Background: an optimization exercise with open tools, aiming at small area. Do not read the settings as production practice. Function was checked by simulation only, so behaviour that the tests miss may differ from the original. Power is estimated from default activity; no workload was simulated.

===== design.v =====
module piece_hit(input logic [3:0] vx, input logic [4:0] vy, input logic [2:0] id, input logic [1:0] rot,
                 input logic [15:0] MF, input logic fetching, input logic [2:0] count,
                 input logic [1:0] ri, input logic [2:0] xf, input logic [1:0] rofs,
                 input logic signed [4:0] rx, input logic [4:0] ry, output logic hit);
    function automatic logic [15:0] cells_of(input logic [2:0] p, input logic [1:0] rot);
        case ({p, rot})
            5'b000_00, 5'b000_10: cells_of = 16'h3210;
            5'b000_01, 5'b000_11: cells_of = 16'hd951;
            5'b001_00: cells_of = 16'h6542;
            5'b001_01: cells_of = 16'ha951;
            5'b001_10: cells_of = 16'h8654;
            5'b001_11: cells_of = 16'h9510;
            5'b010_00: cells_of = 16'h6540;
            5'b010_01: cells_of = 16'h9521;
            5'b010_10: cells_of = 16'ha654;
            5'b010_11: cells_of = 16'h9851;
            5'b011_00, 5'b011_01, 5'b011_10, 5'b011_11: cells_of = 16'h6521;
            5'b100_00, 5'b100_10: cells_of = 16'h6510;
            5'b100_01, 5'b100_11: cells_of = 16'h9652;
            5'b101_00: cells_of = 16'h6541;
            5'b101_01: cells_of = 16'h9651;
            5'b101_10: cells_of = 16'h9654;
            5'b101_11: cells_of = 16'h9541;
            5'b110_00, 5'b110_10: cells_of = 16'h5421;
            5'b110_01, 5'b110_11: cells_of = 16'h9540;
            default: cells_of = 16'h0000;
        endcase
    endfunction
    always_comb begin
        logic signed [5:0] dr6, dc6;
        logic inbox, on_old, on_new;
        logic [15:0] cl;
        logic [1:0] nc;
        on_new = 1'b0;
        nc = 2'd0;
        cl = cells_of(id, rot);
        dr6 = 6'({1'b0, vy}) - 6'({1'b0, ry});
        dc6 = 6'({2'b00, vx}) - 6'(signed'(rx));
        inbox = (dr6 >= 0) && (dr6 <= 3) && (dc6 >= 0) && (dc6 <= 3);
        on_old = 1'b0;
        for (int j = 0; j < 4; j++) begin
            logic [1:0] rk;
            rk = 2'(j) - rofs;
            if (cl[4 * j +: 4] == {dr6[1:0], dc6[1:0]} && (!fetching || {1'b0, rk} >= count)) on_old = inbox;
        end
        if (fetching) begin
            nc = 2'(vx - 4'd3);
            on_new = (vy < 5'd4) && (vx >= 4'd3) && (vx <= 4'd6) && MF[{vy[1:0], nc}] &&
                     ((vy[1:0] < ri) || (vy[1:0] == ri && {1'b0, nc} < xf));
        end
        hit = on_old || on_new;
    end
endmodule
module tetris(input logic CLOCK_50, input logic[3:0] KEY, input logic RESET_N, input logic START_N,
              output logic[6:0] HEX5,
              output logic [7:0] VGA_X, output logic [6:0] VGA_Y,
              output logic [2:0] VGA_COLOUR, output logic VGA_PLOT);
    function automatic logic [15:0] shape(input logic [2:0] p, input logic [1:0] rot);
        logic [15:0] t, m;
        case ({p, rot})
            5'b000_00, 5'b000_10: t = 16'hf000;
            5'b000_01, 5'b000_11: t = 16'h2222;
            5'b001_00: t = 16'h4700;
            5'b001_01: t = 16'h2260;
            5'b001_10: t = 16'h0710;
            5'b001_11: t = 16'h3220;
            5'b010_00: t = 16'h1700;
            5'b010_01: t = 16'h6220;
            5'b010_10: t = 16'h0740;
            5'b010_11: t = 16'h2230;
            5'b011_00, 5'b011_01, 5'b011_10, 5'b011_11: t = 16'h6600;
            5'b100_00, 5'b100_10: t = 16'h3600;
            5'b100_01, 5'b100_11: t = 16'h4620;
            5'b101_00: t = 16'h2700;
            5'b101_01: t = 16'h2620;
            5'b101_10: t = 16'h0720;
            5'b101_11: t = 16'h2320;
            5'b110_00, 5'b110_10: t = 16'h6300;
            5'b110_01, 5'b110_11: t = 16'h1320;
            default: t = 16'h0000;
        endcase
        for (int r = 0; r < 4; r++)
            for (int c = 0; c < 4; c++)
                m[r * 4 + c] = t[12 - 4 * r + c];
        shape = m;
    endfunction
    function automatic logic [2:0] colour_of(input logic [2:0] p);
        case (p)
            3'd0: colour_of = 3'b011;
            3'd1: colour_of = 3'b001;
            3'd2: colour_of = 3'b111;
            3'd3: colour_of = 3'b110;
            3'd4: colour_of = 3'b010;
            3'd5: colour_of = 3'b101;
            3'd6: colour_of = 3'b100;
            default: colour_of = 3'b000;
        endcase
    endfunction
    function automatic logic [8:0] lfsr9(input logic [8:0] s);
        lfsr9 = {s[7:0], ~(s[8] ^ s[4])};
    endfunction
    function automatic logic [6:0] lfsr7(input logic [6:0] s);
        lfsr7 = {s[5:0], ~(s[6] ^ s[5])};
    endfunction
    localparam logic [8:0] VT_END = 9'd275;    
    localparam logic [6:0] HT_END = 7'd22;     
    assign HEX5 = 7'b0001001;
    assign VGA_PLOT = 1'b1;
    localparam logic [1:0] T_RESET = 2'd0, T_WAIT = 2'd1, T_SCAN = 2'd2, T_OVER = 2'd3;
    logic [1:0] tstate;
    logic [7:0] x;
    logic [6:0] y;
    logic gameover;
    always_ff @(posedge CLOCK_50) begin
        if (!RESET_N) begin
            tstate <= T_RESET;
            x <= 8'd0;
            y <= 7'd0;
        end else begin
            case (tstate)
                T_RESET: begin
                    y <= y + 7'd1;
                    if (y == 7'd119) begin
                        x <= x + 8'd1;
                        y <= 7'd0;
                        if (x == 8'd159) begin
                            x <= 8'd3;
                            tstate <= T_WAIT;
                        end
                    end
                end
                T_WAIT: if (!START_N) tstate <= T_SCAN;
                T_SCAN: begin
                    if (gameover) tstate <= T_OVER;
                    else begin
                        x <= x + 8'd1;
                        if (x == 8'd62) begin
                            x <= 8'd3;
                            y <= (y == 7'd119) ? 7'd0 : y + 7'd1;
                        end
                    end
                end
                default: ;
            endcase
        end
    end
    assign VGA_X = x;
    assign VGA_Y = y;
    logic [3:0] vx;
    logic [4:0] vy;
    always_comb begin
        logic [5:0] xm;
        xm = x[5:0] - 6'd3;
        vx = 4'(xm / 6'd6);
        vy = 5'(y / 7'd6);
    end
    logic board_rdy, board_clr;
    assign board_rdy = !(tstate == T_RESET && (x == 8'd0 || (x == 8'd1 && y < 7'd80)));
    assign board_clr = (tstate == T_RESET) && (x == 8'd0);
    logic [2:0] num;
    always_ff @(posedge CLOCK_50) begin
        if (!RESET_N) num <= 3'd0;
        else num <= (num == 3'd6) ? 3'd0 : num + 3'd1;
    end
    logic ticking;
    logic [8:0] vt;
    logic [6:0] ht;
    logic vflag, hflag;
    always_ff @(posedge CLOCK_50) begin
        if (!RESET_N) begin
            vt <= 9'd0;
            ht <= 7'd0;
            vflag <= 1'b0;
            hflag <= 1'b0;
        end else if (ticking) begin
            vt <= (vt == VT_END) ? 9'd0 : lfsr9(vt);
            ht <= (ht == HT_END) ? 7'd0 : lfsr7(ht);
            vflag <= !vflag && (vt == VT_END);
            hflag <= !hflag && (ht == HT_END);
        end
    end
    logic [2:0] brd [0:19][0:9];
    logic [4:0] ra;
    logic [2:0] rowc [0:9];
    logic [9:0] rowocc;
    always_comb begin
        logic [19:0] ra_oh;
        for (int r = 0; r < 20; r++) ra_oh[r] = (ra == 5'(r));
        for (int c = 0; c < 10; c++) begin
            rowc[c] = 3'd0;
            for (int r = 0; r < 20; r++) rowc[c] = rowc[c] | ({3{ra_oh[r]}} & brd[r][c]);
            rowocc[c] = (ra >= 5'd20) ? 1'b1 : (rowc[c] != 3'd0);
        end
    end
    localparam logic [1:0] G_WAIT = 2'd0, G_ACTIVE = 2'd1, G_VALID = 2'd2, G_OVER = 2'd3;
    localparam logic [2:0] AP_INIT = 3'd0, AP_FETCH = 3'd1, AP_MA = 3'd2, AP_MNA = 3'd3,
                           AP_ROT = 3'd4, AP_RFETCH = 3'd5, AP_FD = 3'd6;
    localparam logic [2:0] B_IDLE = 3'd0, B_START = 3'd1, B_WRITE = 3'd2, B_CHECK = 3'd3,
                           B_COPY = 3'd4, B_FILL = 3'd5, B_DONE = 3'd6;
    logic [1:0] gstate;
    logic [2:0] ap;
    logic [5:0] k;             
    logic [2:0] count, xf;
    logic [4:0] bx;
    logic [1:0] ri;            
    logic [2:0] cid;           
    logic [2:0] id;            
    logic [1:0] rot;           
    logic signed [4:0] rx;     
    logic [4:0] ry;            
    logic [1:0] rofs;          
    logic rok;                 
    logic [9:0] W [0:3];       
    logic [2:0] bstate;
    logic [4:0] wr, rr;        
    assign count = k[5:3];
    assign xf = k[2:0];
    assign bx = k[4:0];
    assign gameover = (gstate == G_OVER);
    assign ticking = (gstate == G_ACTIVE) && (ap != AP_RFETCH) && (ap != AP_FD);
    logic [15:0] M, MF;
    assign M = shape(id, rot);
    assign MF = (ap == AP_FETCH) ? shape(cid, 2'd0) : shape(id, rot + 2'd1);
    logic [9:0] P [0:3];
    always_comb begin
        for (int r = 0; r < 4; r++)
            for (int col = 0; col < 10; col++) begin
                P[r][col] = 1'b0;
                for (int c = 0; c < 4; c++)
                    if (M[r * 4 + c] && (6'(signed'(rx)) + 6'(c) == 6'(col))) P[r][col] = 1'b1;
            end
    end
    logic crash, left_ok, right_ok;
    always_comb begin
        logic [9:0] wrow;
        crash = 1'b0;
        left_ok = 1'b1;
        right_ok = 1'b1;
        for (int r = 0; r < 4; r++) begin
            wrow = (r == 0) ? rowocc : W[r - 1];
            crash = crash | (|(P[r] & W[r]));
            left_ok = left_ok & !P[r][0] & !(|(P[r][9:1] & wrow[8:0]));
            right_ok = right_ok & !P[r][9] & !(|(P[r][8:0] & wrow[9:1]));
        end
    end
    logic [1:0] pc_le;
    always_comb begin
        pc_le = 2'd0;
        for (int q = 0; q < 4; q++)
            if (2'(q) <= ri)
                for (int c = 0; c < 4; c++) pc_le = pc_le + {1'b0, MF[q * 4 + c]};
    end
    logic fbit;
    assign fbit = (xf[2] == 1'b0) && MF[{ri, xf[1:0]}];
    logic spawn_occ;
    always_comb begin
        spawn_occ = 1'b0;
        for (int c = 0; c < 4; c++)
            if (xf[1:0] == 2'(c)) spawn_occ = (ri == 2'd0) ? (brd[0][c + 3] != 3'd0) : W[ri - 2'd1][c + 3];
    end
    logic rot_blocked;
    always_comb begin
        logic signed [5:0] col;
        logic [9:0] wrow;
        col = 6'(signed'(rx)) + 6'(xf[1:0]);
        wrow = (ri == 2'd0) ? rowocc : W[ri - 2'd1];
        rot_blocked = 1'b1;
        for (int c = 0; c < 10; c++)
            if (col == 6'(c)) rot_blocked = wrow[c];
    end
    logic vmove, wload, wshift;
    assign vmove = (((ap == AP_MA) || (ap == AP_MNA)) && vflag && !crash) || ((ap == AP_FD) && !crash);
    assign wload = (ap == AP_INIT) || ((ap == AP_FETCH) && (ri == 2'd0) && (xf < 3'd3));
    assign wshift = (gstate == G_ACTIVE) && (wload || vmove);
    logic board_use, game_use, game_top;
    logic [4:0] vb_row;
    assign board_use = ((bstate == B_CHECK) && (bx == 5'd10)) || ((bstate == B_COPY) && (bx != 5'd10));
    assign game_top = (ap == AP_RFETCH) || ((ap == AP_MA) && hflag && !vflag);
    assign game_use = (gstate == G_ACTIVE) &&
                      (wload || game_top || (((ap == AP_MA) || (ap == AP_MNA)) && vflag) || (ap == AP_FD));
    always_comb begin
        if (board_use) ra = rr;
        else if (!game_use) ra = vb_row;
        else if (ap == AP_INIT) ra = 5'd1;
        else if (ap == AP_FETCH) ra = {2'b00, xf} + 5'd2;
        else if (game_top) ra = ry;
        else ra = ry + 5'd5;
    end
    always_ff @(posedge CLOCK_50) begin
        if (wshift) begin
            for (int i = 0; i < 3; i++) W[i] <= W[i + 1];
            W[3] <= rowocc;
        end
    end
    logic bstart;
    assign bstart = (gstate == G_ACTIVE) && (ap == AP_MA || ap == AP_MNA || ap == AP_FD) &&
                    crash && (vflag || ap == AP_FD);
    always_ff @(posedge CLOCK_50) begin
        if (!RESET_N) begin
            gstate <= G_WAIT;
            ap <= AP_INIT;
            k <= 6'd0;
            ri <= 2'd0;
            cid <= 3'd0;
            id <= 3'd7;
            rot <= 2'd0;
            rx <= 5'sd0;
            ry <= 5'd0;
            rofs <= 2'd0;
            rok <= 1'b0;
        end else begin
            case (gstate)
                G_WAIT: begin
                    if (!START_N && board_rdy && KEY[0]) begin
                        gstate <= G_ACTIVE;
                        ap <= AP_INIT;
                    end
                end
                G_ACTIVE: begin
                    case (ap)
                        AP_INIT: begin
                            k <= 6'd0;
                            ri <= 2'd0;
                            cid <= num;
                            ap <= AP_FETCH;
                        end
                        AP_FETCH, AP_RFETCH: begin
                            if (count == 3'd4) begin
                                k[5:3] <= 3'd0;
                                if (ap == AP_FETCH) begin
                                    ap <= AP_MA;
                                    id <= cid;
                                    rot <= 2'd0;
                                    rx <= 5'sd3;
                                    ry <= 5'd0;
                                    rofs <= 2'd0;
                                end else ap <= AP_ROT;
                            end else if (xf == 3'd4) begin
                                ri <= ri + 2'd1;
                                k[2:0] <= 3'd0;
                            end else begin
                                k[2:0] <= xf + 3'd1;
                                if (fbit) begin
                                    k[5:3] <= count + 3'd1;
                                    if (ap == AP_FETCH) begin
                                        if (spawn_occ) gstate <= G_OVER;
                                    end else if (rot_blocked) rok <= 1'b0;
                                end
                            end
                        end
                        AP_MA: begin
                            if (vflag) begin
                                if (crash) gstate <= G_VALID;
                                else ry <= ry + 5'd1;
                            end else if (hflag) begin
                                if (!KEY[2] && right_ok) begin
                                    rx <= rx + 5'sd1;
                                    ap <= AP_MNA;
                                end else if (!KEY[3] && left_ok) begin
                                    rx <= rx - 5'sd1;
                                    ap <= AP_MNA;
                                end
                            end else if (!KEY[1]) begin
                                k <= 6'd0;
                                rok <= 1'b1;
                                ap <= AP_RFETCH;
                            end else if (!KEY[0] && !crash) ap <= AP_FD;
                        end
                        AP_MNA: begin
                            if (vflag) begin
                                if (crash) gstate <= G_VALID;
                                else ry <= ry + 5'd1;
                            end
                            if (KEY == 4'b1111) ap <= AP_MA;
                        end
                        AP_ROT: begin
                            ap <= AP_MNA;
                            if (rok) begin
                                rot <= rot + 2'd1;
                                rofs <= pc_le;
                            end
                        end
                        AP_FD: begin
                            if (crash) gstate <= G_VALID;
                            else ry <= ry + 5'd1;
                        end
                        default: ;
                    endcase
                end
                G_VALID: begin
                    if (bstate == B_DONE) gstate <= G_WAIT;
                    case (bstate)
                        B_START: k[4:0] <= 5'd0;
                        B_WRITE: k[4:0] <= (bx == 5'd4) ? 5'd0 : bx + 5'd1;
                        B_CHECK: begin
                            if (rr == 5'd31) k[4:0] <= 5'd0;
                            else if (bx == 5'd10 && !rowfull) k[4:0] <= 5'd0;
                            else k[4:0] <= bx + 5'd1;
                        end
                        B_COPY: k[4:0] <= (bx == 5'd10) ? 5'd0 : bx + 5'd1;
                        B_FILL: if (wr != 5'd31) k[4:0] <= (bx == 5'd10) ? 5'd0 : bx + 5'd1;
                        default: ;
                    endcase
                end
                default: ;
            endcase
        end
    end
    logic rowfull;
    assign rowfull = &rowocc;
    always_ff @(posedge CLOCK_50) begin
        if (!RESET_N) begin
            bstate <= B_IDLE;
            wr <= 5'd0;
            rr <= 5'd0;
        end else begin
            case (bstate)
                B_IDLE: if (bstart) bstate <= B_START;
                B_START: bstate <= B_WRITE;
                B_WRITE: begin
                    if (bx == 5'd4) begin
                        bstate <= B_CHECK;
                        wr <= 5'd19;
                        rr <= 5'd19;
                    end
                end
                B_CHECK: begin
                    if (rr == 5'd31) bstate <= B_FILL;
                    else if (bx == 5'd10) begin
                        if (rowfull) rr <= rr - 5'd1;
                        else bstate <= B_COPY;
                    end
                end
                B_COPY: begin
                    if (bx == 5'd10) begin
                        bstate <= B_CHECK;
                        wr <= wr - 5'd1;
                        rr <= rr - 5'd1;
                    end
                end
                B_FILL: begin
                    if (wr == 5'd31) bstate <= B_DONE;
                    else if (bx == 5'd10) wr <= wr - 5'd1;
                end
                B_DONE: bstate <= B_IDLE;
                default: bstate <= B_IDLE;
            endcase
        end
    end
    logic [19:0] rowsel;
    logic [9:0] colsel;
    logic [2:0] wdata;
    logic [4:0] wrow;
    logic wen;
    always_comb begin
        logic [9:0] onehot;
        onehot = 10'd0;
        for (int c = 0; c < 10; c++) if (bx == 5'(c)) onehot[c] = 1'b1;
        wrow = (bstate == B_WRITE) ? (ry + {3'b000, bx[1:0]}) : wr;
        wen = ((bstate == B_WRITE) && !bx[2]) || (bstate == B_COPY) || ((bstate == B_FILL) && (wr != 5'd31));
        for (int r = 0; r < 20; r++) rowsel[r] = board_clr || (wen && wrow == 5'(r));
        if (board_clr) colsel = 10'h3ff;
        else if (bstate == B_WRITE) colsel = P[bx[1:0]];
        else colsel = onehot;
        if (board_clr) wdata = 3'd0;
        else if (bstate == B_WRITE) wdata = colour_of(cid);
        else if (bstate == B_COPY) wdata = rowc[bx[3:0]];
        else wdata = 3'd0;
    end
    always_ff @(posedge CLOCK_50) begin
        for (int r = 0; r < 20; r++)
            for (int c = 0; c < 10; c++)
                if (rowsel[r] && colsel[c]) brd[r][c] <= wdata;
    end
    logic [2:0] VB [0:9];
    logic [2:0] ymod;
    logic lastrow;
    logic [4:0] vyr, vyn;
    assign ymod = 3'(y - 7'(vy) * 7'd6);
    assign lastrow = (tstate == T_SCAN) && (ymod == 3'd5);
    assign vyr = (tstate == T_SCAN || tstate == T_OVER) ? vy : 5'd0;
    assign vyn = (vy == 5'd19) ? 5'd0 : vy + 5'd1;
    assign vb_row = lastrow ? vyn : vyr;
    logic wr_vyn, wr_vyr;
    assign wr_vyn = wen && (wrow == vyn);
    assign wr_vyr = wen && (wrow == vyr);
    always_ff @(posedge CLOCK_50) begin
        for (int c = 0; c < 10; c++) begin
            logic passed;
            passed = lastrow && (4'(c) < vx);
            if (colsel[c] && (board_clr || (passed ? wr_vyn : wr_vyr))) VB[c] <= wdata;
            else if (!board_use && !game_use && (!lastrow || passed)) VB[c] <= rowc[c];
        end
    end
    logic [2:0] vcol;
    always_comb begin
        vcol = 3'd0;
        for (int c = 0; c < 10; c++) if (vx == 4'(c)) vcol = VB[c];
    end
    logic hit;
    piece_hit ph(.vx(vx), .vy(vy), .id(id), .rot(rot), .MF(MF), .fetching(ap == AP_FETCH), .count(count),
                 .ri(ri), .xf(xf), .rofs(rofs), .rx(rx), .ry(ry), .hit(hit));
    always_comb begin
        VGA_COLOUR = 3'b000;
        case (tstate)
            T_RESET: if ((x <= 8'd2) || (x >= 8'd63 && x <= 8'd65)) VGA_COLOUR = 3'b111;
            T_SCAN: begin
                if (vcol != 3'd0) VGA_COLOUR = vcol;
                else if (hit) VGA_COLOUR = colour_of(cid);
            end
            default: ;
        endcase
    end
endmodule

===== flow/run.sh =====
#!/bin/bash
# Layout flow: the standard ORFS flow (standard.sh), with two changes:
#  - synthesis maps the logic with the ABC script in flow/abc_speed.script (area-oriented mapping)
#    instead of ORFS's default; registers, their names and their cells are unchanged;
#  - clock tree synthesis runs with the settings in CTS_ARGS below (no dummy loads, small clkbuf_4 clusters).
# Every tool's output goes to ORFS's own logs under orfs/logs; standard.sh's output to standard.log.
set -euo pipefail
here=$(pwd)
rm -rf "$here/scripts_custom"
cp -r "$FLOW_HOME/scripts" "$here/scripts_custom"
cp "$here/flow/abc_speed.script" "$here/scripts_custom/abc_speed.script"
export SCRIPTS_DIR="$here/scripts_custom"
export CTS_ARGS="-sink_clustering_enable -repair_clock_nets -dont_use_dummy_load -buf_list sky130_fd_sc_hd__clkbuf_4 -sink_clustering_size 8 -sink_clustering_max_diameter 30"
bash standard.sh > "$here/standard.log" 2>&1

===== flow/abc_speed.script =====
strash
&get -n
&deepsyn -T 30
&put
strash
&get -n
&dch -f
&nf -R 1000
&put

===== standard.sh =====
#!/bin/bash
# synth_recipe.tcl (not shown) runs the flow's synth.tcl, then flattens the netlist and writes it again
# the make line also repeats each setting of config.mk as NAME=value (left out here)
make -C /OpenROAD-flow-scripts/flow DESIGN_CONFIG=/design/flow/config.mk WORK_HOME=/design/flow/orfs CLKGATE_MAP_FILE= SYNTH_SCRIPT=/design/flow/synth_recipe.tcl "${@:-finish}"

===== config.mk =====
export PLATFORM = sky130hd
export DESIGN_NAME = tetris
export DESIGN_NICKNAME = tetris
export VERILOG_FILES = /design/flow/design.v
export SDC_FILE = /design/flow/constraint.sdc
export NUM_CORES = 8
export LEC_CHECK = 0
export CAP_MARGIN = 20
export CORE_MARGIN = 2
export CORE_UTILIZATION = 50
export GPL_TIMING_DRIVEN = 0
export SLEW_MARGIN = 20

===== constraint.sdc =====
create_clock -name core_clock -period 20.0 [get_ports {CLOCK_50}]
set_input_delay 4.0000 -clock core_clock [delete_from_list [all_inputs] [get_ports {CLOCK_50}]]
set_output_delay 4.0000 -clock core_clock [all_outputs]
set_load 0.01 [all_outputs]

==> impl_metrics.ini, run 1 <==
[status]
outcome = no timing/DRC/antenna violations

[cts]
clock_sinks = 755
clkLatencyLatePin_ns = 1.06
cts_hold_buf = 0
cts_resized = 0
tritoncts = built
tritoncts.num_buffers = 146
root_buffer = clkbuf_4
clk_pin_slew_ns = 0.07
post_cts_buffers = 0
clock_path_buffers = 3
htree_levels = 4

[worst_setup_path]
r2r_slack_ns = 9.03
slowest_stage = nor2_1
worstPathMaxFanout = 11
start_kind = flip-flop
worst_ep_arrival_time_ns = 8.50
crit_chain = ha_1 > nor3_1 > nor2_1 > nor3b_1 > a221o_1 > nor2_1 > xor2_1 > nand2b_1 > and2_0 > clkinv_1 > ha_1 > fa_1 > a22o_1 > nor3_1 > nand2_1 > or4_1 > a21oi_1 > a31oi_1 > nor3_1 > nand2_1 > nor2_1 > o21ai_0 > nand2b_1 > clkdlybuf4s50_1
path_class = reg2out
max_stage_delay_ns = 0.77
crit_required_ns = 16.00
worst_setup_path_end_kind = output pin

[sta]
rsz0062_at_grt = no
finalSetupViolCount = 0
clock_skew_ns = 0.1805
final_hold_viol_count = 0
fin_crit_sh_pct = 62.48
setup_ws_ns = 7.503
slew_headroom_pct = 19.44
max_freq_mhz = 80.02
tns_ns = 0
period_needed_ns = 12.50
final_max_slew_viol_count = 0
worstMarginPinSlew_ns = 1.197

[synth]
yosysMostFrequentCell = edfxtp_1
synth-xor-area-share_pct = 1.252
synth_ff_type = edfxtp_1
synth_top_area_share_pct = 57.50
yosys_register_bits = 755
syn_area_mm2 = 0.03499
syn_inst = 2927
synth-simple-area-share_pct = 13.82
synth_fa_ha_area_share_pct = 3.583
ys_async_sr_fraction_pct = 0
synth_top_cell_by_area = edfxtp_1
synth_compound_area_share_pct = 17.14
synth_seq_area_share_pct = 62.37
synth-edff-count = 670
netlist_top_cells_count = 670 x edfxtp_1, 422 x nor2_1, 256 x nand2_1
synthMuxAreaShare_pct = 0.6616
yosysWarnings = 7
synth_area_leaders = edfxtp_1 58%, dfxtp_1 4.9%, nor2_1 4.5%
syn_avg_cell_area_um2 = 11.95
yosysUniqueCellTypes = 67
synth_top_family_by_area = compound AO/OA/AOI/OAI gates

[min_path]
min_path_type = reg2reg

[final_layout]
area_growth_pct = 12.10
post_route_cells_drive_above_1_share_pct = 9.016
n_fill_cell = 5846
fin_nets = 3277

[place]
place_ws_ns = 8.499
hpwl_um = 83860
port_buffers = 24
gp_routability_congestion = 0.9626

[detailed_routing]
wl_um = 119900
wl_per_cell_um = 29.20
viasPerCell = 6.783
vias = 27860
drtIter0Drc = 4075
ant_nets = 0
drtPass1Iterations = 9
drc = 0

[grt]
antenna_found_initial = 2
grt_pass1_vias = 26920
grt_first_pass_wirelength_um = 175600
track_usage_pct = 33.33
grt_max_degree = 108
grt.overflow.total = 0

[pwr]
leakage_nw = 13.59
power_density_mw_per_mm2 = 175.5
ir_drop_uv = 134.0

[die]
initial_core_util_pct = 50.75
die_area_mm2 = 0.07211
fp.coreArea_mm2 = 0.06895
die_w_um = 268.5
die_h_um = 268.5
row_count = 96
num_io_pins = 33

[run]
drv_cap = 0
## worst max-delay path: cells and delay by family (launching register included)
family,cells,cell delay [ns]
compound gates,5,1.28
xor+xnor,1,0.27
fa+ha+maj,3,1.14
buf+inv,2,0.99
flops,1,0.53
simple gates,13,3.29
## layout by cell type, fill, tap and decap left out, types with 24 or more instances in the layout
cell        n
o21ai_0   122
edfxtp_1  670
dfxtp_1    85
nor3_1     58
xnor2_1    39
clkbuf_4  146
clkinv_1   90
nand3_1   102
nand2_1   256
nor2_1    401
a222oi_1   87
nand2b_1   25
ha_1       89
a221oi_1   46
a21oi_1   129
a22o_1     60
nand4_1    66
and2_0     28
buf_16     24
a22oi_1   181
## registers in the layout (all words and copies together), names as in the netlist, 5 cells and up
| register | count |
|---|---|
| VB | 30 |
| W | 40 |
| brd | 600 |
| ht | 7 |
| k | 6 |
| rr | 5 |
| rx | 5 |
| ry | 5 |
| vt | 9 |
| wr | 5 |
| x | 8 |
| y | 7 |
## metal layers
layer	GRT usage, %	share of wire (%)	routed length [um]	up-vias
li1	-	-	-	12140
met5	0	0	0	-
met3	6.374	9.0	10780	351
met1	44.22	39	47210	13790
met2	52.77	46	55650	1576
met4	16.50	5.3	6302	0
## per-stage QoR
| step | area, um^2 | std cells | hold WS, ns | power [mW] | util [%] |
|---|---|---|---|---|---|
| 4_1_cts | 39180 | 4103 | 0.4759 | 6.844 | 56.83 |
| 5_1_grt | 39220 | 4106 | 0.4989 | 7.186 | 56.89 |
| 2_1_floorplan | 35010 | 2933 | 0.4332 | 4.528 | - |
| 3_3_place_gp | 36420 | 3888 | 0.4513 | 5.649 | 52.82 |
| 6_report | 39220 | 4107 | 0.4708 | 6.883 | 56.89 |
| 3_5_place_dp | 38090 | 3957 | 0.4592 | 5.989 | 55.24 |
## logic make-up after synthesis
family / after synthesis
flops: 755
compound gates: 832
buf+inv: 100
mux: 20
simple gates: 1072
xor+xnor: 50
other cells: 2
fa+ha+maj: 96
## report_power, final
part | total (mW) | switching, mW | internal (mW)
Sequential | 3.16 | 0.282 | 2.87
Combinational | 2.87 | 2.13 | 0.747
Clock | 0.854 | 0.522 | 0.332
Total | 6.88 | 2.93 | 3.95
## final timing paths
| check | startpoint | endpoint | depth (start not counted) |
|---|---|---|---|
| hold reg to reg | num[0] | num[0] | 1 |
| setup / recovery | x[0] | VGA_COLOUR[1] | 24 |
| hold / removal | num[0] | num[0] | 1 |
| setup reg to reg | y[3] | rx[2] | 33 |
## layout make-up
cell class,instances,area [um^2],area share (%)
Sequential cell,755,21820,55.63
Multi-Input combinational cell,2078,13240,33.76
Timing Repair Buffer,93,1473,3.755
Tap cell,931,1165,2.970
Clock buffer,146,1096,2.794
Inverter,92,355.3,0.9060
Buffer,8,60.06,0.1531
Antenna cell,4,10.01,0.02552
==> run 2: changes to the inputs <==
--- a/flow/run.sh
+++ b/flow/run.sh
@@ -10,5 +10,5 @@
 cp -r "$FLOW_HOME/scripts" "$here/scripts_custom"
 cp "$here/flow/abc_speed.script" "$here/scripts_custom/abc_speed.script"
 export SCRIPTS_DIR="$here/scripts_custom"
-export CTS_ARGS="-sink_clustering_enable -repair_clock_nets -dont_use_dummy_load -buf_list sky130_fd_sc_hd__clkbuf_4 -sink_clustering_size 8 -sink_clustering_max_diameter 30"
+export CTS_ARGS="-sink_clustering_enable -repair_clock_nets -dont_use_dummy_load -buf_list sky130_fd_sc_hd__clkbuf_4 -sink_clustering_size 10 -sink_clustering_max_diameter 40"
 bash standard.sh > "$here/standard.log" 2>&1
==> run 2 against run 1 <==
Net effect:
- die area stayed put
- worst hold slack better by 0.00078 ns
- maximum frequency is 0.11% lower
- cell count is 0.95% lower
- clock skew is 0.016 ns lower
- combinational power hardly changed
==> impl_metrics.ini, run 2 <==
[place]
port_buffers = 24
hpwl_um = 83860
dp.cells = 3957
gp_routability_congestion = 0.9626

[final_layout]
n_fill_cell = 5867
top_regs = brd: 600 flops, W: 40 flops, VB: 30 flops
fin_nets = 3238
post_route_cells_drive_above_1_share_pct = 7.884
area_growth_pct = 11.26
utilization_pct = 56.46
largest_register = brd
mostFrequentLayoutCells = 670 x edfxtp_1, 401 x nor2_1, 256 x nand2_1
instances_no_fill = 4068
largest_register_ffs = 600
layout_commonest_cell = edfxtp_1

[worst_setup_path]
start_kind = flip-flop
r2r_slack_ns = 9.01
worstPathMaxFanout = 11
timing.rr.start = y[3]
worst_setup_path_end_kind = output pin
worst_ep_arrival_time_ns = 8.51
crit_required_ns = 16.00
r2r.worst_path.cells = 33
path_class = reg2out
r2r-end = rx[2]

[die]
fp.coreArea_mm2 = 0.06895
die_area_mm2 = 0.07211
num_io_pins = 33
die_w_um = 268.5
initial_core_util_pct = 50.75
row_count = 96
die_h_um = 268.5

[grt]
track_usage_pct = 33.03
grt_max_degree = 108
grt_first_pass_wirelength_um = 174800
grt_pass1_vias = 26610
grt.overflow.total = 0
antenna_found_initial = 4

[synth]
synth_top_cell_by_area = edfxtp_1
syn_area_mm2 = 0.03499
synth_top_area_share_pct = 57.50
netlist_top_cells_count = 670 x edfxtp_1, 422 x nor2_1, 256 x nand2_1
syn_avg_cell_area_um2 = 11.95
yosysMostFrequentCell = edfxtp_1
synth_ff_type = edfxtp_1
yosys_register_bits = 755
yosysWarnings = 7
syn_inst = 2927
synth-edff-count = 670
synth_area_leaders = edfxtp_1 58%, dfxtp_1 4.9%, nor2_1 4.5%
synth_seq_area_share_pct = 62.37
yosysUniqueCellTypes = 67
ys_async_sr_fraction_pct = 0

[min_path]
min_path_type = reg2reg
min_to = num[0]
holdPathStages = 1
min_from = num[0]

[sta]
worstMarginPinSlew_ns = 1.216
slew_headroom_pct = 18.42
period_needed_ns = 12.51
finalSetupViolCount = 0
final_max_slew_viol_count = 0
final_hold_viol_count = 0
clock_skew_ns = 0.1650
rsz0062_at_grt = no
fin_crit_sh_pct = 62.55
max_freq_mhz = 79.93

[detailed_routing]
wl_per_cell_um = 29.39
ant_nets = 0
wl_um = 119500
drtPass1Iterations = 7
drc = 0
drtIter0Drc = 4016
vias = 27530
viasPerCell = 6.767

[cts]
post_cts_buffers = 0
clock_sinks = 755
cts_hold_buf = 0
root_buffer = clkbuf_4
tritoncts.num_buffers = 107
clkLatencyLatePin_ns = 0.98
clock_path_buffers = 3
tritoncts = built
cts_resized = 0
clk_pin_slew_ns = 0.08
htree_levels = 3

[pwr]
ir_drop_uv = 135.7
power_density_mw_per_mm2 = 174.0
leakage_nw = 13.41

[status]
outcome = no timing/DRC/antenna violations

[run]
drv_cap = 0
run 2: cell count changes in the layout (fill, tap and decap cells not counted), sizes merged:
cell / delta
clkbuf: -39
run 2: critical path, cell delays in order (launching register included):
cell and delay (ns):
dfxtp_1 0.53, ha_1 0.37, nor3_1 0.13, nor2_1 0.16, nor3b_1 0.09, a221o_1 0.59
nor2_1 0.78, xor2_1 0.27, nand2b_1 0.15, and2_0 0.57, clkinv_1 0.43, ha_1 0.33
fa_1 0.45, a22o_1 0.24, nor3_1 0.17, nand2_1 0.07, or4_1 0.54, a21oi_1 0.27
a31oi_1 0.11, nor3_1 0.29, nand2_1 0.09, nor2_1 0.11, o21ai_0 0.08, nand2b_1 0.20
clkdlybuf4s50_1 0.57
run 2: power breakdown:
group	switching (mW)	leakage (nW)	internal, mW	total (mW)
registers	0.283	7.31	2.87	3.15
logic	2.13	5.61	0.747	2.88
clock network	0.496	0.492	0.243	0.738
run 2: kinds of logic after synthesis:
| kind of cell | after synthesis | share of synthesized area [%] |
|---|---|---|
| AO/OA/AOI/OAI | 832 | 17.14 |
| XOR/XNOR | 50 | 1.252 |
| adder cells (fa/ha/maj) | 96 | 3.583 |
| other | 2 | 0.02146 |
| buffers and inverters | 100 | 1.159 |
| flip-flops | 755 | 62.37 |
| multiplexers | 20 | 0.6616 |
| AND/OR/NAND/NOR | 1072 | 13.82 |
run 2: cell type report:
| type | count | area [um^2] | area share, % |
|---|---|---|---|
| sequential | 755 | 21820 | 56.05 |
| tap | 931 | 1165 | 2.992 |
| clock buffer | 107 | 803.3 | 2.063 |
| timing repair buffer | 93 | 1473 | 3.783 |
| inverter | 92 | 355.3 | 0.9128 |
| multi-input combinational | 2078 | 13240 | 34.02 |
| buffer | 8 | 60.06 | 0.1543 |
| antenna | 4 | 10.01 | 0.02571 |
run 2: worst max-delay path by stage:
stage / to / from / slack (ns) / cells past startpoint
after floorplan: brd[0][1] / tstate[0] / 7.82 / 7
after global placement: brd[71][1] / tstate[0] / -3.66 / 7
after detailed placement: VGA_COLOUR[1] / x[0] / 8.50 / 24
after CTS: VGA_COLOUR[1] / x[0] / 7.49 / 24
after global routing: VGA_COLOUR[1] / x[0] / 7.12 / 24
final: VGA_COLOUR[1] / x[0] / 7.49 / 24
run 2: per-layer routing:
layer  wire length (um)  vias up  GRT usage [%]
li1                   -    12060              -
met1              47080    13630          43.94
met2              54780     1485          52.11
met3              10880      354          6.374
met4               6804        0          16.40
met5                  0        -              0
run 2: stage by stage:
step	instance area (um^2)	setup slack, ns	hold WS (ns)	TNS, ns	power (mW)
floorplan	35010	7.816	0.4332	0	4.528
global placement	36420	-3.660	0.4513	-743.87	5.649
detailed placement	38090	8.499	0.4592	0	5.989
CTS	38890	7.493	0.4779	0	6.724
global route	38930	7.122	0.5023	0	7.059
finish	38930	7.489	0.4716	0	6.773
==> run 3: changes to the inputs <==
==> flow/run.sh (replaced) <==
#!/bin/bash
# Layout flow: the standard ORFS flow (standard.sh), with these changes:
#  - synthesis maps the logic with the ABC script in flow/abc_speed.script (area-oriented mapping)
#    instead of ORFS's default, and leaves adders to ABC (no ADDER_MAP_FILE); registers, their names
#    and their cells are unchanged;
#  - the larger buffers (buf_6/8/12/16, bufbuf_8/16) are added to the platform's don't-use list, so repair_design
#    fixes slew with smaller ones;
#  - clock tree synthesis runs with the settings in CTS_ARGS below (no dummy loads, clkbuf_8
#    clusters).
# Every tool's output goes to ORFS's own logs under orfs/logs; standard.sh's output to standard.log.
set -euo pipefail
here=$(pwd)
rm -rf "$here/scripts_custom"
cp -r "$FLOW_HOME/scripts" "$here/scripts_custom"
cp "$here/flow/abc_speed.script" "$here/scripts_custom/abc_speed.script"
export SCRIPTS_DIR="$here/scripts_custom"
export CTS_ARGS="-sink_clustering_enable -repair_clock_nets -dont_use_dummy_load -buf_list sky130_fd_sc_hd__clkbuf_8 -sink_clustering_size 15 -sink_clustering_max_diameter 50"
platform_du=$(make -s -C "$FLOW_HOME" DESIGN_CONFIG="$FLOW_CONFIG" WORK_HOME="$here/orfs" print-DONT_USE_CELLS 2> "$here/print_dont_use.log" | sed -n 's/^DONT_USE_CELLS: //p')
du="$platform_du sky130_fd_sc_hd__buf_6 sky130_fd_sc_hd__buf_8 sky130_fd_sc_hd__buf_12 sky130_fd_sc_hd__buf_16 sky130_fd_sc_hd__bufbuf_8 sky130_fd_sc_hd__bufbuf_16"
echo "$du" > "$here/dont_use_cells.log"
bash standard.sh "DONT_USE_CELLS=$du" "ADDER_MAP_FILE=" finish > "$here/standard.log" 2>&1
==> flow/abc_speed.script (replaced) <==
strash
&get -n
&deepsyn -T 300
&put
strash
&get -n
&dch -f
&nf -R 1000
&put
--- a/config.mk
+++ b/config.mk
@@ -7,6 +7,6 @@
 export LEC_CHECK = 0
 export CAP_MARGIN = 20
 export CORE_MARGIN = 2
-export CORE_UTILIZATION = 50
+export CORE_UTILIZATION = 70
 export GPL_TIMING_DRIVEN = 0
 export SLEW_MARGIN = 20
==> run 3 against run 2 <==
Net effect:
- via count is 3.7% lower
- sequential power is 46% lower
- final area decreased by 9.1%
- wire length shrank 9.8%
- critical path type unchanged
- largest cell class unchanged
- highest routed layer is now met5
==> impl_metrics.ini, run 3 <==
[sta]
finalSetupViolCount = 0
final_hold_viol_count = 0
tns_ns = 0
fin_crit_sh_pct = 53.96
final_max_slew_viol_count = 0
slew_headroom_pct = 16.75
clock_skew_ns = 0.1029
setup_ws_ns = 9.207
rsz0062_at_grt = no
worstMarginPinSlew_ns = 1.239
max_freq_mhz = 92.65
period_needed_ns = 10.79

[cts]
cts_resized = 0
tritoncts = built
root_buffer = clkbuf_8
clkLatencyLatePin_ns = 0.74
htree_levels = 3
clock_path_buffers = 3
clock_sinks = 755
post_cts_buffers = 0
clk_pin_slew_ns = 0.09
cts_hold_buf = 0
tritoncts.num_buffers = 66

[synth]
netlist_top_cells_count = 670 x edfxtp_1, 418 x nor2_1, 230 x nand2_1
syn_inst = 2654
synth_area_leaders = edfxtp_1 61%, dfxtp_1 5.2%, nor2_1 4.8%
syn_avg_cell_area_um2 = 12.34
syn_area_mm2 = 0.03275
synth_top_cell_by_area = edfxtp_1
yosys_register_bits = 755
yosysMostFrequentCell = edfxtp_1
yosysWarnings = 7
synth_ff_type = edfxtp_1
ys_async_sr_fraction_pct = 0
synth_top_area_share_pct = 61.44
yosysUniqueCellTypes = 62
synth_seq_area_share_pct = 66.63
synth-edff-count = 670

[detailed_routing]
drtIter0Drc = 5256
viasPerCell = 7.757
drc = 0
ant_nets = 0
vias = 26520
wl_per_cell_um = 31.55
wl_um = 107900
drtPass1Iterations = 11

[run]
drv_cap = 0

[final_layout]
largest_register_ffs = 600
mostFrequentLayoutCells = 670 x edfxtp_1, 398 x nor2_1, 230 x nand2_1
post_route_cells_drive_above_1_share_pct = 6.901
area_growth_pct = 8.092
top_regs = brd: 600 flops, W: 40 flops, VB: 30 flops
largest_register = brd
layout_commonest_cell = edfxtp_1
utilization_pct = 76.36
instances_no_fill = 3419
fin_nets = 2820

[die]
die_h_um = 220.3
row_count = 79
initial_core_util_pct = 70.64
num_io_pins = 33
fp.coreArea_mm2 = 0.04636
die_area_mm2 = 0.04853
die_w_um = 220.3

[grt]
grt_pass1_vias = 25190
antenna_found_initial = 3
grt.overflow.total = 0
grt_max_degree = 119
grt_first_pass_wirelength_um = 157600
track_usage_pct = 44.79

[min_path]
min_path_type = reg2reg

[worst_setup_path]
r2r-end = brd[166][1]
path_class = reg2out
worst_setup_path_end_kind = output pin
worst_ep_arrival_time_ns = 6.79
start_kind = flip-flop
r2r.worst_path.cells = 23
timing.rr.start = k[1]
worstPathMaxFanout = 16
crit_end = VGA_COLOUR[0]
crit_required_ns = 16.00
r2r_slack_ns = 9.27
critPathLaunch = x[5]

[place]
place_ws_ns = 9.639
gp_routability_congestion = 1.020
dp.cells = 3352
hpwl_um = 72600
port_buffers = 24

[pwr]
total_power_mw = 2.638
leakage_nw = 12.95
ir_drop_uv = 118.5
power_density_mw_per_mm2 = 74.52

[status]
outcome = no timing/DRC/antenna violations
-- run 3: cell count changes in the layout (fill, tap and decap cells not counted), sizes merged, moves of 32 or more --
cell    previous run  this run
clkinv            92        29
nand3            102        55
ha                89         0
o21ai            125        93
clkbuf           107        67
-- run 3: critical path, stage by stage, from the launching register on --
cell,delay [ns]
dfxtp_1,0.53
and3_1,0.36
nor2_1,0.10
o21ai_0,0.23
a32oi_1,0.49
nand2b_1,0.31
nor2_1,0.44
nand2_1,0.31
and2_0,0.36
nor2b_1,0.52
nor3_1,0.32
and2_0,0.35
a221oi_1,0.34
o21ai_0,0.18
a221o_1,0.31
nor4_1,0.36
a211oi_1,0.13
nor2_1,0.29
buf_1,0.19
-- run 3: final cells by class --
class | count | area, um^2
clock buffers | 66 | 908.4
multi-input cells | 1868 | 11210
inverters | 29 | 123.9
plain buffers | 8 | 60.06
well taps | 607 | 759.5
repair buffers | 85 | 511.7
diodes | 1 | 2.502
flip-flops and latches | 755 | 21820
fillers | 2716 | 10960
-- run 3: kinds of logic (layout without fill, tap and decap cells) --
group           count (synthesis)  count (layout)  share of synthesized area, %
mux                            17              17                        0.5234
buf+inv                        37             188                        0.5158
flops                         755             755                         66.63
compound gates                763             763                         16.68
other cells                     2               9                       0.02293
simple gates                 1038            1038                         14.50
xor+xnor                       42              42                         1.123
-- run 3: metrics by stage --
step | area, um^2 | hold WS, ns
final | 35400 | 0.4552
after global routing | 35400 | 0.4691
after CTS | 35380 | 0.4561
after detailed placement | 34480 | 0.4335
after global placement | 33620 | 0.4320
after floorplan | 32770 | 0.4262
-- run 3: layer usage --
layer | up-vias | global-route usage [%] | routed length, um
met5 | - | 0 | 33
met3 | 614 | 12.78 | 15890
met1 | 12380 | 55.55 | 34390
li1 | 10910 | - | -
met2 | 2621 | 68.09 | 48410
met4 | 2 | 32.19 | 9130
-- run 3: worst min-delay path by stage --
stage                       start  depth (start not counted)       to  slack (ns)
after detailed placement  W[3][1]                          0  W[2][1]        0.43
after CTS                 W[3][6]                          0  W[2][6]        0.46
after global placement    W[3][9]                          0  W[2][9]        0.43
final                     W[3][6]                          0  W[2][6]        0.46
after global routing      W[3][0]                          0  W[2][0]        0.47
after floorplan           W[3][1]                          0  W[2][1]        0.43
-- run 3: power by group --
group          leakage (nW)  internal [mW]  switching (mW)  total, mW
Clock                 0.475          0.296           0.481      0.777
Sequential             8.76           1.69          0.0106       1.70
Combinational          3.71         0.0360           0.120      0.156
Total                  12.9           2.03           0.612       2.64
==> run 4: changes to the inputs <==
--- a/config.mk
+++ b/config.mk
@@ -7,6 +7,6 @@
 export LEC_CHECK = 0
 export CAP_MARGIN = 20
 export CORE_MARGIN = 2
-export CORE_UTILIZATION = 70
+export CORE_UTILIZATION = 60
 export GPL_TIMING_DRIVEN = 0
 export SLEW_MARGIN = 20
==> run 4 against run 3 <==
Net effect:
- still clean
- cell count increased by 2.7%
- worst hold slack got worse by 0.022 ns
- global-route usage decreased by 7.2 points
- non-clock buffer count decreased by 3
- first-iteration DRC count decreased by 23%
- wire length down 1.5%
- combinational power about the same
- synthesized area unchanged
- total power rose by 0.96%
- die area grew 16%
- utilization down 10 points
- critical endpoint is now VGA_COLOUR[1]
- largest cell class unchanged
- largest power group unchanged
- highest routed layer unchanged
==> impl_metrics.ini, run 4 <==
[status]
outcome = no timing/DRC/antenna violations

[pwr]
leakage_nw = 12.97
ir_drop_uv = 95.79
power_density_mw_per_mm2 = 74.82

[sta]
tns_ns = 0
worstMarginPinSlew_ns = 1.147
slew_headroom_pct = 23.26
rsz0062_at_grt = no
final_hold_viol_count = 0
period_needed_ns = 10.74
final_max_slew_viol_count = 0
clock_skew_ns = 0.08841
max_freq_mhz = 93.11
setup_ws_ns = 9.260
fin_crit_sh_pct = 53.70
finalSetupViolCount = 0

[synth]
syn_inst = 2654
yosysUniqueCellTypes = 62
syn_area_mm2 = 0.03275
synth_ff_type = edfxtp_1
synth_area_leaders = edfxtp_1 61%, dfxtp_1 5.2%, nor2_1 4.8%
syn_avg_cell_area_um2 = 12.34
synth-edff-count = 670
netlist_top_cells_count = 670 x edfxtp_1, 418 x nor2_1, 230 x nand2_1
ys_async_sr_fraction_pct = 0
yosysWarnings = 7
synth_top_area_share_pct = 61.44
synth_seq_area_share_pct = 66.63
yosysMostFrequentCell = edfxtp_1
yosys_register_bits = 755
synth_top_cell_by_area = edfxtp_1

[detailed_routing]
wl_per_cell_um = 30.26
drtIter0Drc = 4025
drtPass1Iterations = 10
ant_nets = 0
wl_um = 106200
vias = 25560
viasPerCell = 7.281
drc = 0

[place]
gp_routability_congestion = 1.043
hpwl_um = 72840
place_ws_ns = 10.16
port_buffers = 24

[final_layout]
fin_nets = 2822
post_route_cells_drive_above_1_share_pct = 7.039
top_regs = brd: 600 flops, W: 40 flops, VB: 30 flops
n_fill_cell = 4052
mostFrequentLayoutCells = 670 x edfxtp_1, 398 x nor2_1, 230 x nand2_1
layout_commonest_cell = edfxtp_1
largest_register = brd
area_growth_pct = 8.696
largest_register_ffs = 600
multi_input_area_mm2 = 0.01126
seqCellArea_mm2 = 0.02182

[die]
die_area_mm2 = 0.05646
die_w_um = 237.6
fp.coreArea_mm2 = 0.05392
die_h_um = 237.6
row_count = 85
num_io_pins = 33
initial_core_util_pct = 60.73

[worst_setup_path]
slowest_stage = dfxtp_1
start_kind = flip-flop
crit_chain = and3_1 > nor2_1 > o21ai_0 > a32oi_1 > nand2b_1 > nor2_1 > nand2_1 > and2_0 > nor2b_1 > nor3_2 > and2_0 > a221oi_1 > o21ai_0 > a221o_1 > nor4_1 > a211oi_1 > nor2_1 > buf_1
crit_required_ns = 16.00
crit_buf_inv = 1
worst_ep_arrival_time_ns = 6.74
path_class = reg2out
crit_family = simple AND/OR/NAND/NOR gates
worst_setup_path_end_kind = output pin
crit_top_cell = nor2_1
worstPathMaxFanout = 16
max_stage_delay_ns = 0.57

[min_path]
min_path_type = reg2reg

[run]
drv_cap = 0

[grt]
grt.overflow.total = 0
track_usage_pct = 37.54
grt_max_degree = 102
grt_pass1_vias = 24400
antenna_found_initial = 2
grt_first_pass_wirelength_um = 155700

[cts]
htree_levels = 3
cts_hold_buf = 0
post_cts_buffers = 0
clock_sinks = 755
clock_path_buffers = 3
clk_pin_slew_ns = 0.09
root_buffer = clkbuf_8
tritoncts = built
cts_resized = 0
clkLatencyLatePin_ns = 0.71
tritoncts.num_buffers = 71
-- run 4: area by class of cell --
type | count | share of cell area, %
inverter | 29 | 0.3480
buffer | 8 | 0.1687
sequential | 755 | 61.31
tap | 696 | 2.446
multi-input combinational | 1868 | 31.63
timing repair buffer | 82 | 1.343
clock buffer | 71 | 2.745
antenna | 1 | 0.007030
-- run 4: where the power goes --
group | total, mW | switching, mW | leakage [nW] | internal (mW)
sequential | 1.71 | 0.0110 | 8.76 | 1.69
combinational | 0.157 | 0.120 | 3.70 | 0.0362
clock | 0.801 | 0.484 | 0.510 | 0.317
total | 2.66 | 0.616 | 13.0 | 2.05
-- run 4: logic make-up after synthesis --
kind of cell    count (synthesis)  synth area share [%]
other cells                     2               0.02293
simple gates                 1038                 14.50
flops                         755                 66.63
buf+inv                        37                0.5158
compound gates                763                 16.68
mux                            17                0.5234
xor+xnor                       42                 1.123
-- run 4: per-stage QoR --
step / total power [mW] / area, um^2 / std cells / hold slack, ns / util [%]
after detailed placement: 1.890 / 34610 / 3438 / 0.4355 / 64.18
final: 2.663 / 35600 / 3510 / 0.4333 / 66.01
after floorplan: 1.823 / 32770 / 2660 / 0.4262 / -
after global placement: 1.866 / 33730 / 3380 / 0.4313 / 62.56
after global routing: 2.732 / 35600 / 3510 / 0.4439 / 66.01
after CTS: 2.661 / 35590 / 3509 / 0.4333 / 66.00
-- run 4: worst paths after layout --
| kind | cells past startpoint | endpoint | startpoint | slack, ns |
|---|---|---|---|---|
| setup reg to reg | 24 | ap[0] | k[1] | 9.77 |
| setup / recovery | 18 | VGA_COLOUR[1] | x[5] | 9.26 |
| hold reg to reg | 0 | W[2][6] | W[3][6] | 0.43 |
| hold / removal | 0 | W[2][6] | W[3][6] | 0.43 |
-- run 4: worst register-to-register path: stages, from the launching register on --
cell and delay [ns]:
dfxtp_1 0.83, clkinv_1 0.47, nor2_1 0.68, nand3_1 0.39, nand2_1 0.15, o21ai_1 0.28, nor2_1 0.46, and2_0 0.45
nand2_1 0.15, o311ai_0 0.85, or2_0 0.63, nor2_4 0.25, buf_4 0.34, a22oi_1 0.25, nand4_1 0.18, nor3_1 0.89
nand4_1 0.76, a222oi_1 0.52, and3_1 0.35, nor3_1 0.13, nand2_1 0.10, o2111ai_1 0.12, a211oi_1 0.56, nor2_1 0.12
a32o_1 0.23
-- run 4: layer usage --
metal / wire length, um / GRT usage [%] / share of wire [%] / up-vias
met1: 38060 / 48.85 / 36 / 12330
met2: 48060 / 58.26 / 45 / 1917
li1: - / - / - / 10910
met5: 7 / 0 / 0.0066 / -
met3: 13040 / 9.209 / 12 / 395
met4: 7038 / 21.12 / 6.6 / 2
==> run 5: changes to the inputs <==
--- a/design.v
+++ b/design.v
@@ -299,15 +299,10 @@
         if (!RESET_N) begin
             gstate <= G_WAIT;
             ap <= AP_INIT;
-            k <= 6'd0;
-            ri <= 2'd0;
             cid <= 3'd0;
             id <= 3'd7;
-            rot <= 2'd0;
             rx <= 5'sd0;
             ry <= 5'd0;
-            rofs <= 2'd0;
-            rok <= 1'b0;
         end else begin
             case (gstate)
                 G_WAIT: begin
@@ -411,8 +406,6 @@
     always_ff @(posedge CLOCK_50) begin
         if (!RESET_N) begin
             bstate <= B_IDLE;
-            wr <= 5'd0;
-            rr <= 5'd0;
         end else begin
             case (bstate)
                 B_IDLE: if (bstart) bstate <= B_START;
@@ -488,7 +481,7 @@
         for (int c = 0; c < 10; c++) begin
             logic passed;
             passed = lastrow && (4'(c) < vx);
-            if (colsel[c] && (board_clr || (passed ? wr_vyn : wr_vyr))) VB[c] <= wdata;
+            if (colsel[c] && (passed ? wr_vyn : wr_vyr)) VB[c] <= wdata;
             else if (!board_use && !game_use && (!lastrow || passed)) VB[c] <= rowc[c];
         end
     end
--- a/flow/run.sh
+++ b/flow/run.sh
@@ -14,7 +14,7 @@
 cp -r "$FLOW_HOME/scripts" "$here/scripts_custom"
 cp "$here/flow/abc_speed.script" "$here/scripts_custom/abc_speed.script"
 export SCRIPTS_DIR="$here/scripts_custom"
-export CTS_ARGS="-sink_clustering_enable -repair_clock_nets -dont_use_dummy_load -buf_list sky130_fd_sc_hd__clkbuf_8 -sink_clustering_size 15 -sink_clustering_max_diameter 50"
+export CTS_ARGS="-sink_clustering_enable -repair_clock_nets -dont_use_dummy_load -buf_list sky130_fd_sc_hd__clkbuf_8 -sink_clustering_size 16 -sink_clustering_max_diameter 55"
 platform_du=$(make -s -C "$FLOW_HOME" DESIGN_CONFIG="$FLOW_CONFIG" WORK_HOME="$here/orfs" print-DONT_USE_CELLS 2> "$here/print_dont_use.log" | sed -n 's/^DONT_USE_CELLS: //p')
 du="$platform_du sky130_fd_sc_hd__buf_6 sky130_fd_sc_hd__buf_8 sky130_fd_sc_hd__buf_12 sky130_fd_sc_hd__buf_16 sky130_fd_sc_hd__bufbuf_8 sky130_fd_sc_hd__bufbuf_16"
 echo "$du" > "$here/dont_use_cells.log"
==> flow/abc_speed.script (replaced) <==
strash
&get -n
&deepsyn -T 900
&put
strash
&get -n
&dch -f
&nf -R 1000 -p -a -A 4 -F 8 -C 32
&put
--- a/config.mk
+++ b/config.mk
@@ -7,6 +7,6 @@
 export LEC_CHECK = 0
 export CAP_MARGIN = 20
 export CORE_MARGIN = 2
-export CORE_UTILIZATION = 60
+export CORE_UTILIZATION = 70
 export GPL_TIMING_DRIVEN = 0
 export SLEW_MARGIN = 20
==> run 5 against run 4 <==
Net effect:
- clock-buffer cell count decreased by 12
- final area decreased by 0.76%
- sequential share of layout area up 1.1 points
- maximum frequency grew 1.6%
- synthesized cell count decreased by 3.4%
- worst setup slack gained 0.17 ns
- total power is 3.1% lower
- global-route usage grew 6.8 points
- highest routed layer is now met4
- largest cell class unchanged
- largest power group unchanged
- clock skew grew 0.037 ns
- wire length increased by 0.51%
==> impl_metrics.ini, run 5 <==
[sta]
final_max_slew_viol_count = 0
max_freq_mhz = 94.61
fin_crit_sh_pct = 52.85
clock_skew_ns = 0.1253
worstMarginPinSlew_ns = 1.218
slew_headroom_pct = 17.69
period_needed_ns = 10.57
final_hold_viol_count = 0
tns_ns = 0
hold_ws_ns = 0.4491
finalSetupViolCount = 0
rsz0062_at_grt = no

[worst_setup_path]
path_class = reg2reg
max_stage_delay_ns = 1.03
r2r-end = rx[4]
worst_setup_path_end_kind = flip-flop
crit_required_ns = 20.55
slowest_stage = a2111oi_0
r2r.worst_path.cells = 30
timing.rr.start = y[6]
r2r_slack_ns = 9.43
worstPathMaxFanout = 20
worst_ep_arrival_time_ns = 11.12
start_kind = flip-flop

[die]
fp.coreArea_mm2 = 0.04626
initial_core_util_pct = 70.52
num_io_pins = 33
die_area_mm2 = 0.04835
row_count = 79
die_w_um = 219.9
die_h_um = 219.9

[synth]
netlist_top_cells_count = 693 x edfxtp_1, 397 x nor2_1, 235 x nand2_1
yosysWarnings = 7
yosys_register_bits = 755
synth_seq_area_share_pct = 67.59
yosysUniqueCellTypes = 63
yosysMostFrequentCell = edfxtp_1
syn_inst = 2564
ys_async_sr_fraction_pct = 0
synth_top_cell_by_area = edfxtp_1
syn_avg_cell_area_um2 = 12.72
synth_area_leaders = edfxtp_1 64%, nor2_1 4.6%, a222oi_1 3.8%
synth-edff-count = 693
synth_ff_type = edfxtp_1
syn_area_mm2 = 0.03262
synth_top_area_share_pct = 63.79

[cts]
clk_pin_slew_ns = 0.10
cts_resized = 0
clock_sinks = 755
clock_path_buffers = 3
htree_levels = 2
tritoncts = built
cts_hold_buf = 0
post_cts_buffers = 0
root_buffer = clkbuf_8
clkLatencyLatePin_ns = 0.76
tritoncts.num_buffers = 59

[pwr]
power_density_mw_per_mm2 = 73.04
leakage_nw = 12.81
ir_drop_uv = 77.31

[final_layout]
fin_area_mm2 = 0.03533
mostFrequentLayoutCells = 693 x edfxtp_1, 378 x nor2_1, 235 x nand2_1
layout_commonest_cell = edfxtp_1
post_route_cells_drive_above_1_share_pct = 7.754
top_regs = brd: 600 flops, W: 40 flops, VB: 30 flops
n_fill_cell = 2802
largest_register = brd
utilization_pct = 76.37
fin_nets = 2743
area_growth_pct = 8.284
largest_register_ffs = 600

[grt]
track_usage_pct = 44.32
antenna_found_initial = 4
grt_pass1_vias = 24670
grt.overflow.total = 0
grt_first_pass_wirelength_um = 155200
grt_max_degree = 105

[place]
gp_routability_congestion = 1.008
port_buffers = 24
hpwl_um = 73350
placed_area_mm2 = 0.03450

[detailed_routing]
drtIter0Drc = 5290
viasPerCell = 7.752
vias = 25920
wl_um = 106700
wl_per_cell_um = 31.93
ant_nets = 0
drtPass1Iterations = 10
drc = 0

[run]
drv_cap = 0

[min_path]
min_to = W[2][3]
min_path_type = reg2reg
holdPathStages = 0
min_from = W[3][3]

[status]
outcome = no timing/DRC/antenna violations
run 5: cell types whose count changed after synthesis, moves of 19 or more:
cell	change
a211oi_1	-27
a222oi_1	+39
a22o_1	+19
a22oi_1	-102
dfxtp_1	-23
edfxtp_1	+23
nor2_1	-21
nor3_1	-36
o21ai_0	+26
run 5: cell type report:
cell class / count / area (um^2) / area share (%)
clock buffers: 59 / 812.0 / 2.299
repair buffers: 105 / 621.8 / 1.760
plain buffers: 8 / 60.06 / 0.1700
diodes: 2 / 5.005 / 0.01417
flip-flops and latches: 755 / 22050 / 62.42
inverters: 44 / 170.2 / 0.4817
well taps: 607 / 759.5 / 2.150
multi-input cells: 1763 / 10850 / 30.70
run 5: worst max-delay path by stage:
stage,cells after the start,slack (ns),startpoint,endpoint
final,30,9.43,y[6],rx[4]
after global routing,30,8.96,y[6],rx[4]
after CTS,31,9.70,y[6],rx[4]
after detailed placement,31,9.71,y[6],rx[4]
after global placement,20,-11.38,k[1],VB[6][1]
after floorplan,25,3.90,y[6],VB[1][1]
run 5: through the flow:
step / cells / worst slack (ns) / power (mW)
2_1_floorplan: 2570 / 3.896 / 1.808
3_3_place_gp: 3201 / -11.38 / 1.849
3_5_place_dp: 3282 / 9.706 / 1.869
4_1_cts: 3341 / 9.698 / 2.560
5_1_grt: 3341 / 8.963 / 2.618
6_report: 3343 / 9.431 / 2.580
run 5: metal layers:
layer	GRT usage (%)	share of wire [%]	vias up
met5	0	0	-
met4	31.54	8.1	0
met3	12.20	15	554
met2	66.35	45	2592
met1	56.29	32	12110
li1	-	-	10660
run 5: cell families after synthesis:
group / synth area share [%]
AOI/OAI and AO/OA: 16.42
xor gates and xnor gates: 1.181
buffers and inverters: 0.6904
DFF: 67.59
muxes: 0.7824
other: 0.02302
and+or+nand+nor: 13.31
run 5: where the power goes:
part	total, mW	internal, mW	switching [mW]
clock network	0.739	0.262	0.477
registers	1.71	1.70	0.00786
logic	0.129	0.0265	0.102
total	2.58	1.99	0.587
run 5: critical path: cells and delay by family (launching register included):
kind	cells	cell delay (ns)
AOI/OAI and AO/OA	11	4.15
and+or+nand+nor	13	4.07
buffers and inverters	4	1.17
DFF	1	0.51
muxes	1	0.30
xor gates and xnor gates	1	0.20

## afterwards: timing with drivers on the ports
Ports are ideal in the flow. The routed layouts listed here were re-timed in OpenROAD.
Step 1 assumes that a clkbuf_16 drives the clock port and a buf_2 every other input.
Step 2 adds t to the input delays and takes it off the output delays; t is the mean of the earliest and latest rising clock arrival at the registers after step 1. Input paths then give back, and output paths get back, about the clock's delay inside the block.
Three values: ideal ports, drivers, drivers and shift; two values: the first two.
run | t (ns) | slack for setup (ns) | latest minus earliest clock arrival (ns)
run 1 | 1.038 | 7.503 / 7.438 / 8.476 | 0.180 / 0.181
run 2 | 0.956 | 7.489 / 7.426 / 8.382 | 0.165 / 0.165
run 3 | 0.748 | 9.207 / 9.145 / 9.272 | 0.103 / 0.103
run 4 | 0.725 | 9.260 / 9.199 / 9.768 | 0.089 / 0.088
run 5 | 0.750 | 9.431 / 9.431 / 9.431 | 0.125 / 0.125
After both steps every run listed still meets setup and hold.
